This is an optimization exercise on Yosys and OpenROAD, whose aim is a short achievable clock period and few clock cycles, not a production implementation.
In this exercise RTL edits were held to simulation tests only and were not proved equivalent to the original.

==> violet <==
==> flow/design.v (excerpt) <==
module top (
    input         clk,
    input         reset,
    output [31:0] PC,
    input  [31:0] Instr,
    output        MemWrite,
    output [31:0] DataAdr,
    output [31:0] WriteData,
    input  [31:0] ReadData
);
==> flow/config.mk <==
export PLATFORM = sky130hd
export DESIGN_NAME = top
export DESIGN_NICKNAME = top
export VERILOG_FILES = /design/flow/design.v
export SDC_FILE = /design/flow/constraint.sdc
export NUM_CORES = 4
export LEC_CHECK = 0
export ABC_CLOCK_PERIOD_IN_PS = 1000
export CAP_MARGIN = 20
export CORE_MARGIN = 2
export CORE_UTILIZATION = 40
export PLACE_DENSITY = 0.6
export SETUP_SLACK_MARGIN = 5
export SLEW_MARGIN = 20
==> flow/constraint.sdc <==
create_clock -name core_clock -period 11.0 [get_ports {clk}]
set_input_delay 2.2000 -clock core_clock [delete_from_list [all_inputs] [get_ports {clk}]]
set_output_delay 2.2000 -clock core_clock [all_outputs]
set_load 0.01 [all_outputs]
standard.sh (not shown) runs the stock make flow with config.mk's settings and CLKGATE_MAP_FILE= SYNTH_SCRIPT=/design/flow/synth_recipe.tcl, a recipe that flattens the netlist after the stock synthesis.
==> flow/flow/run.sh <==
#!/bin/bash
# Own flow: the standard layout (standard.sh) with these changes.
#  - Synthesis maps with a mapping-only ABC script (flow/abc_map.script) and
#    without the full/half adder cells, so the RTL's parallel-prefix adders
#    keep their depth. Registers are untouched by both changes.
#  - The standard synthesis runs first; its netlist gives the names of the
#    few registers that synthesis leaves unnamed (see flow/fast_synth.tcl).
set -uo pipefail
HERE=$(pwd)
MARGIN=${MARGIN:-7.6}
RES=orfs/results/${FLOW_PLATFORM:-sky130hd}/top/base
bash standard.sh synth > std_synth.log 2>&1 || { tail -20 std_synth.log; exit 1; }
cp $RES/1_2_yosys.v std_netlist.v
rm -rf orfs
export FAST_ABC_SCRIPT=$HERE/flow/abc_map.script
export STD_NETLIST=$HERE/std_netlist.v
bash standard.sh SYNTH_SCRIPT=$HERE/flow/fast_synth.tcl ADDER_MAP_FILE= \
    SETUP_SLACK_MARGIN=$MARGIN finish > run_make.log 2>&1
st=$?
tail -20 run_make.log
exit $st
Other scripts of this flow, unchanged in this note and not shown: flow/flow/abc_map.script, flow/flow/fast_synth.tcl
==> raven (differences from violet) <==
==> flow/design.v (replaced) <==
module top (
    input         clk,
    input         reset,
    output [31:0] PC,
    input  [31:0] Instr,
    output        MemWrite,
    output [31:0] DataAdr,
    output [31:0] WriteData,
    input  [31:0] ReadData
);
    reg  [31:0] pc_f;
    reg         v_d;
    reg  [31:0] ir_d;
    reg  [31:0] pc8_d, pc4_d;
    reg         pred_d;
    reg         v_e;
    reg  [31:0] a_e, b_e, sd_e;
    reg  [31:0] pc4_e;
    reg  [3:0]  cond_e;
    reg  [3:0]  rd_e;
    reg         dp_e, ld_e, st_e, br_e, s_e, pred_e;
    reg  [1:0]  aluc_e;
    reg         fN, fZ, fC, fV;
    reg         mw_m, ld_m, wr_m;
    reg  [3:0]  rd_m;
    reg  [31:0] adr_m, wd_m;
    reg  [32*15-1:0] rf;              
    assign PC        = pc_f;
    assign MemWrite  = mw_m;
    assign DataAdr   = adr_m;
    assign WriteData = wd_m;
    function [64:0] ks32;
        input [31:0] a, b;
        input        ci;
        reg   [31:0] g, p, gn, pn, c;
        integer k, i;
        begin
            p = a ^ b;
            g = a & b;
            g[0] = g[0] | (p[0] & ci);
            for (k = 1; k < 32; k = k * 2) begin
                for (i = 0; i < 32; i = i + 1) begin
                    if (i >= k) begin
                        gn[i] = g[i] | (p[i] & g[i-k]);
                        pn[i] = p[i] & p[i-k];
                    end else begin
                        gn[i] = g[i];
                        pn[i] = p[i];
                    end
                end
                g = gn;
                p = pn;
            end
            c = {g[30:0], ci};
            ks32 = {g[31], c, a ^ b ^ c};
        end
    endfunction
    function [16:0] ks8;
        input [7:0] a, b;
        input       ci;
        reg   [7:0] g, p, gn, pn, c;
        integer k, i;
        begin
            p = a ^ b;
            g = a & b;
            g[0] = g[0] | (p[0] & ci);
            for (k = 1; k < 8; k = k * 2) begin
                for (i = 0; i < 8; i = i + 1) begin
                    if (i >= k) begin
                        gn[i] = g[i] | (p[i] & g[i-k]);
                        pn[i] = p[i] & p[i-k];
                    end else begin
                        gn[i] = g[i];
                        pn[i] = p[i];
                    end
                end
                g = gn;
                p = pn;
            end
            c = {g[6:0], ci};
            ks8 = {g[7], c, a ^ b ^ c};
        end
    endfunction
    reg condex;
    always @(*) begin
        case (cond_e)
            4'b0000: condex = fZ;
            4'b0001: condex = ~fZ;
            4'b0010: condex = fC;
            4'b0011: condex = ~fC;
            4'b0100: condex = fN;
            4'b0101: condex = ~fN;
            4'b0110: condex = fV;
            4'b0111: condex = ~fV;
            4'b1000: condex = fC & ~fZ;
            4'b1001: condex = ~fC | fZ;
            4'b1010: condex = ~(fN ^ fV);
            4'b1011: condex = fN ^ fV;
            4'b1100: condex = ~fZ & ~(fN ^ fV);
            4'b1101: condex = fZ | (fN ^ fV);
            default: condex = 1'b1;
        endcase
    end
    wire go_e = v_e & condex;
    wire        sub_e = (aluc_e == 2'b01);
    wire [31:0] sum_e, dif_e;
    wire        co_s, co_d;
    wire [31:0] cs_unused, cd_unused;
    assign {co_s, cs_unused, sum_e} = ks32(a_e, b_e, 1'b0);
    assign {co_d, cd_unused, dif_e} = ks32(a_e, ~b_e, 1'b1);
    wire [31:0] res_e = aluc_e[1] ? (aluc_e[0] ? (a_e | b_e) : (a_e & b_e)) :
                        (aluc_e[0] ? dif_e : sum_e);
    wire co_e = aluc_e[0] ? co_d : co_s;
    wire rN = res_e[31];
    wire [31:0] bz   = b_e ^ {32{sub_e}};
    wire [31:0] kz   = {a_e[30:0] | bz[30:0], sub_e};
    wire        z_as = &((a_e ^ bz) ~^ kz);
    wire rZ = aluc_e[1] ? (aluc_e[0] ? ~|(a_e | b_e) : ~|(a_e & b_e)) : z_as;
    wire rC = ~aluc_e[1] & (co_e ^ sub_e);
    wire rV = ~(a_e[31] ^ b_e[31] ^ aluc_e[0]) & (a_e[31] ^ res_e[31]) & ~aluc_e[1];
    wire pcw_e    = dp_e & (rd_e == 4'd15);
    wire taken_e  = go_e & (br_e | pcw_e);
    wire redirect = v_e & (taken_e ^ pred_e);
    wire wf_e     = go_e & dp_e & s_e;                  
    wire wr_e     = go_e & ((dp_e & ~pcw_e) | ld_e);    
    wire [3:0] cond_d = ir_d[31:28];
    wire [1:0] op_d   = ir_d[27:26];
    wire       i_d    = ir_d[25];
    wire [3:0] cmd_d  = ir_d[24:21];
    wire       s_d    = ir_d[20];
    wire [3:0] rn_d   = ir_d[19:16];
    wire [3:0] rd_d   = ir_d[15:12];
    wire [3:0] rm_d   = ir_d[3:0];
    wire dp_d = (op_d == 2'b00);
    wire mem_d = (op_d == 2'b01);
    wire br_d = (op_d == 2'b10);
    wire ld_d = mem_d & s_d;
    wire st_d = mem_d & ~s_d;
    reg [1:0] aluc_d;
    always @(*) begin
        if (dp_d) begin
            case (cmd_d)
                4'b0100: aluc_d = 2'b00;
                4'b0010: aluc_d = 2'b01;
                4'b0000: aluc_d = 2'b10;
                4'b1100: aluc_d = 2'b11;
                default: aluc_d = 2'b00;
            endcase
        end else
            aluc_d = 2'b00;
    end
    wire [3:0] ra2_d = st_d ? rd_d : rm_d;
    wire use_a = dp_d | mem_d;
    wire use_b = (dp_d & ~i_d) | st_d;
    wire stall = v_d & v_e & ld_e &
                 ((use_a & rn_d == rd_e) | (use_b & ra2_d == rd_e));
    wire [31:0] m_val = ld_m ? ReadData : adr_m;
    wire fa_e = wr_e & (rn_d == rd_e);
    wire fb_e = wr_e & (ra2_d == rd_e);
    wire fa_m = wr_m & (rn_d == rd_m);
    wire fb_m = wr_m & (ra2_d == rd_m);
    wire [31:0] rfa = (rn_d  == 4'd15) ? pc8_d : rf[32*rn_d +: 32];
    wire [31:0] rfb = (ra2_d == 4'd15) ? pc8_d : rf[32*ra2_d +: 32];
    wire [31:0] rfa_m = fa_m ? m_val : rfa;
    wire [31:0] rfb_m = fb_m ? m_val : rfb;
    wire addpc_d = dp_d & i_d & (cmd_d == 4'b0100) & (rn_d == 4'd15) & (rd_d == 4'd15);
    wire ctl_d   = br_d | addpc_d;
    wire zd      = wf_e ? rZ : fZ;
    reg  condex_d;
    always @(*) begin
        case (cond_d)
            4'b0000: condex_d = zd;
            4'b0001: condex_d = ~zd;
            4'b0010: condex_d = fC;
            4'b0011: condex_d = ~fC;
            4'b0100: condex_d = fN;
            4'b0101: condex_d = ~fN;
            4'b0110: condex_d = fV;
            4'b0111: condex_d = ~fV;
            4'b1000: condex_d = fC & ~fZ;
            4'b1001: condex_d = ~fC | fZ;
            4'b1010: condex_d = ~(fN ^ fV);
            4'b1011: condex_d = fN ^ fV;
            4'b1100: condex_d = ~fZ & ~(fN ^ fV);
            4'b1101: condex_d = fZ | (fN ^ fV);
            default: condex_d = 1'b1;
        endcase
    end
    wire known_d  = ~wf_e | (cond_d[3:1] == 3'b000) | (cond_d == 4'b1110);
    wire redir_d  = v_d & ctl_d & known_d & (condex_d ^ pred_d) & ~redirect;
    wire [31:0] off_d  = br_d ? {{6{ir_d[23]}}, ir_d[23:0], 2'b00} : {24'd0, ir_d[7:0]};
    wire [31:0] btgt_d;
    wire        btgt_co;
    wire [31:0] cbt_unused;
    assign {btgt_co, cbt_unused, btgt_d} = ks32(pc8_d, off_d, 1'b0);
    wire [31:0] d_target = condex_d ? btgt_d : pc4_d;
    wire [31:0] imm_d = br_d ? {{6{ir_d[23]}}, ir_d[23:0], 2'b00} :
                        mem_d ? {20'd0, ir_d[11:0]} : {24'd0, ir_d[7:0]};
    wire a_is_pc = br_d;
    wire b_is_imm = br_d | mem_d | i_d;
    wire [31:0] a_next  = a_is_pc ? pc8_d : (fa_e ? res_e : rfa_m);
    wire [31:0] b_next  = b_is_imm ? imm_d : (fb_e ? res_e : rfb_m);
    wire [31:0] sd_next = fb_e ? res_e : rfb_m;
    wire [31:2] pcp4_u = pc_f[31:2] + 30'd1;
    wire [31:3] pcp8_u = pc_f[31:3] + 29'd1;
    wire [21:0] hi0  = pcp8_u[31:10];
    wire [21:0] hi_p = hi0 + 22'd1;
    wire [21:0] hi_m = hi0 - 22'd1;
    wire [3:0] f_cond  = Instr[31:28];
    wire       f_br    = (Instr[27:26] == 2'b10);
    wire       f_addpc = (Instr[27:21] == 7'b0010100) &&
                         (Instr[19:16] == 4'd15) && (Instr[15:12] == 4'd15);
    wire       f_short = (Instr[23:8] == 16'h0000) || (Instr[23:8] == 16'hFFFF);
    wire [7:0] lo_b;
    wire       c_b;
    wire [7:0] cb_unused;
    assign {c_b, cb_unused, lo_b} = ks8({pcp8_u[9:3], pc_f[2]}, Instr[7:0], 1'b0);
    wire [21:0] hb1 = Instr[23] ? hi0  : hi_p;      
    wire [21:0] hb0 = Instr[23] ? hi_m : hi0;       
    wire [21:0] hi_b = c_b ? hb1 : hb0;
    wire [31:0] tgt_b = {hi_b, lo_b, pc_f[1:0]};
    wire [7:0]  lo_a;
    wire        c_a;
    wire [7:0] ca_unused;
    assign {c_a, ca_unused, lo_a} = ks8({pcp8_u[7:3], pc_f[2:0]}, Instr[7:0], 1'b0);
    wire [23:0] hi8_0 = pcp8_u[31:8];
    wire [23:0] hi8_p = pcp8_u[31:8] + 24'd1;
    wire [31:0] tgt_a = {c_a ? hi8_p : hi8_0, lo_a};
    wire fNV = fN ^ fV;
    wire [15:0] cv = {1'b1, 1'b1, fZ | fNV, ~fZ & ~fNV, fNV, ~fNV, ~fC | fZ, fC & ~fZ,
                      ~fV, fV, ~fN, fN, ~fC, fC, ~fZ, fZ};
    wire f_condok = cv[f_cond];
    wire pred_b = f_br & f_short & f_condok;
    wire pred_a = f_addpc & f_condok;
    wire f_pred = (f_br & f_short | f_addpc) & f_condok;
    wire [31:0] tgt_f = f_br ? tgt_b : tgt_a;
    wire [31:0] e_target = taken_e ? res_e : pc4_e;
    wire [31:0] pc_hold  = redirect ? e_target : (redir_d ? d_target : pc_f);
    wire        hold     = redirect | redir_d | stall;
    wire [31:0] pc_fnext = f_pred ? tgt_f : {pcp4_u, pc_f[1:0]};
    wire [31:0] pc_next  = hold ? pc_hold : pc_fnext;
    integer j;
    always @(posedge clk or posedge reset) begin
        if (reset) begin
            pc_f <= 32'd0;
            v_d  <= 1'b0;
            v_e  <= 1'b0;
            fN <= 1'b0; fZ <= 1'b0; fC <= 1'b0; fV <= 1'b0;
            mw_m <= 1'b0;
            ld_m <= 1'b0;
            wr_m <= 1'b0;
        end else begin
            pc_f <= pc_next;
            if (redirect | redir_d) v_d <= 1'b0;
            else if (!stall) v_d <= 1'b1;
            v_e  <= v_d & ~stall & ~redirect;
            if (go_e & dp_e & s_e) begin fN <= rN; fZ <= rZ; end
            if (go_e & dp_e & s_e & ~aluc_e[1]) begin fC <= rC; fV <= rV; end
            mw_m <= go_e & st_e;
            ld_m <= go_e & ld_e;
            wr_m <= wr_e;
        end
    end
    always @(posedge clk) begin
        if (!stall) begin
            ir_d   <= Instr;
            pc8_d  <= {pcp8_u, pc_f[2:0]};
            pc4_d  <= {pcp4_u, pc_f[1:0]};
            pred_d <= f_pred;
        end
        a_e    <= a_next;
        b_e    <= b_next;
        sd_e   <= sd_next;
        pc4_e  <= pc4_d;
        cond_e <= cond_d;
        rd_e   <= rd_d;
        dp_e   <= dp_d;
        ld_e   <= ld_d;
        st_e   <= st_d;
        br_e   <= br_d;
        s_e    <= s_d;
        pred_e <= pred_d ^ redir_d;
        aluc_e <= aluc_d;
        rd_m   <= rd_e;
        adr_m  <= res_e;
        wd_m   <= sd_e;
        for (j = 0; j < 15; j = j + 1)
            if (wr_m && rd_m == j) rf[32*j +: 32] <= m_val;
    end
endmodule
==> flow_metrics.tcl <==
set metrics [dict create \
    area_share_nonclk_buffers 0.107 \
    required_ns 11.61 \
    core_sq_um 120000 \
    nWellTaps 1612 \
    synth_top_family_by_area "compound AO/OA/AOI/OAI gates" \
    instances_no_fill 8105 \
    powerSeq_uw 4700 \
    syn_avg_cell_area_sq_um 8.07 \
    worstSetupStartpointType "input port" \
    outcome "timing/DRC/antenna clean" \
]
Source of the figures above: raven

==> flow_metrics.tcl <==
set metrics [dict create \
    outcome "timing/DRC/antenna clean" \
    reg2reg_depth 20 \
    core_sq_um 118000 \
    worstSetupStartpointType "flop" \
    area_share_nonclk_buffers 0.0966 \
    syn_avg_cell_area_sq_um 8.61 \
    powerSeq_uw 5090 \
    synthFlopType "edfxtp_1" \
    nWellTaps 1536 \
    required_ns 11.59 \
    synth_top_family_by_area "simple AND/OR/NAND/NOR gates" \
    synth_most_common_cell "nand2_1" \
]
Source of the figures above: violet

Testbench counts of violet, summed over its fixed seeds: cycles 39,860.
Testbench counts of raven, summed over its fixed seeds: cycles 40,664.

==> port drivers added, routing unchanged <==
Ports are ideal in the flow. The routed layouts listed here were re-timed in OpenROAD.
Step 1: set_driving_cell puts a clkbuf_16 on clk and a buf_2 on each other input, an assumption about the parent block.
Step 2 moves the port delays by t, midway between the first and last clock arrival at a register: inputs arrive t later, outputs are due t later. That takes back most of the time a late clock gives input paths.
Slacks: ideal / step 1 / step 2; pairs: ideal / step 1.
| run | t, ns | setup slack, ns | pins driven straight from the clock port |
|---|---|---|---|
| violet | 0.772 | 6.960 / 6.960 / 6.234 | 1 |
| raven | 0.783 | 7.345 / 7.347 / 6.595 | 1 |
After both steps every run listed still meets setup and hold. For raven, which loses most, drivers alone change the setup slack by +0.002 ns; drivers and shift together by -0.750 ns.
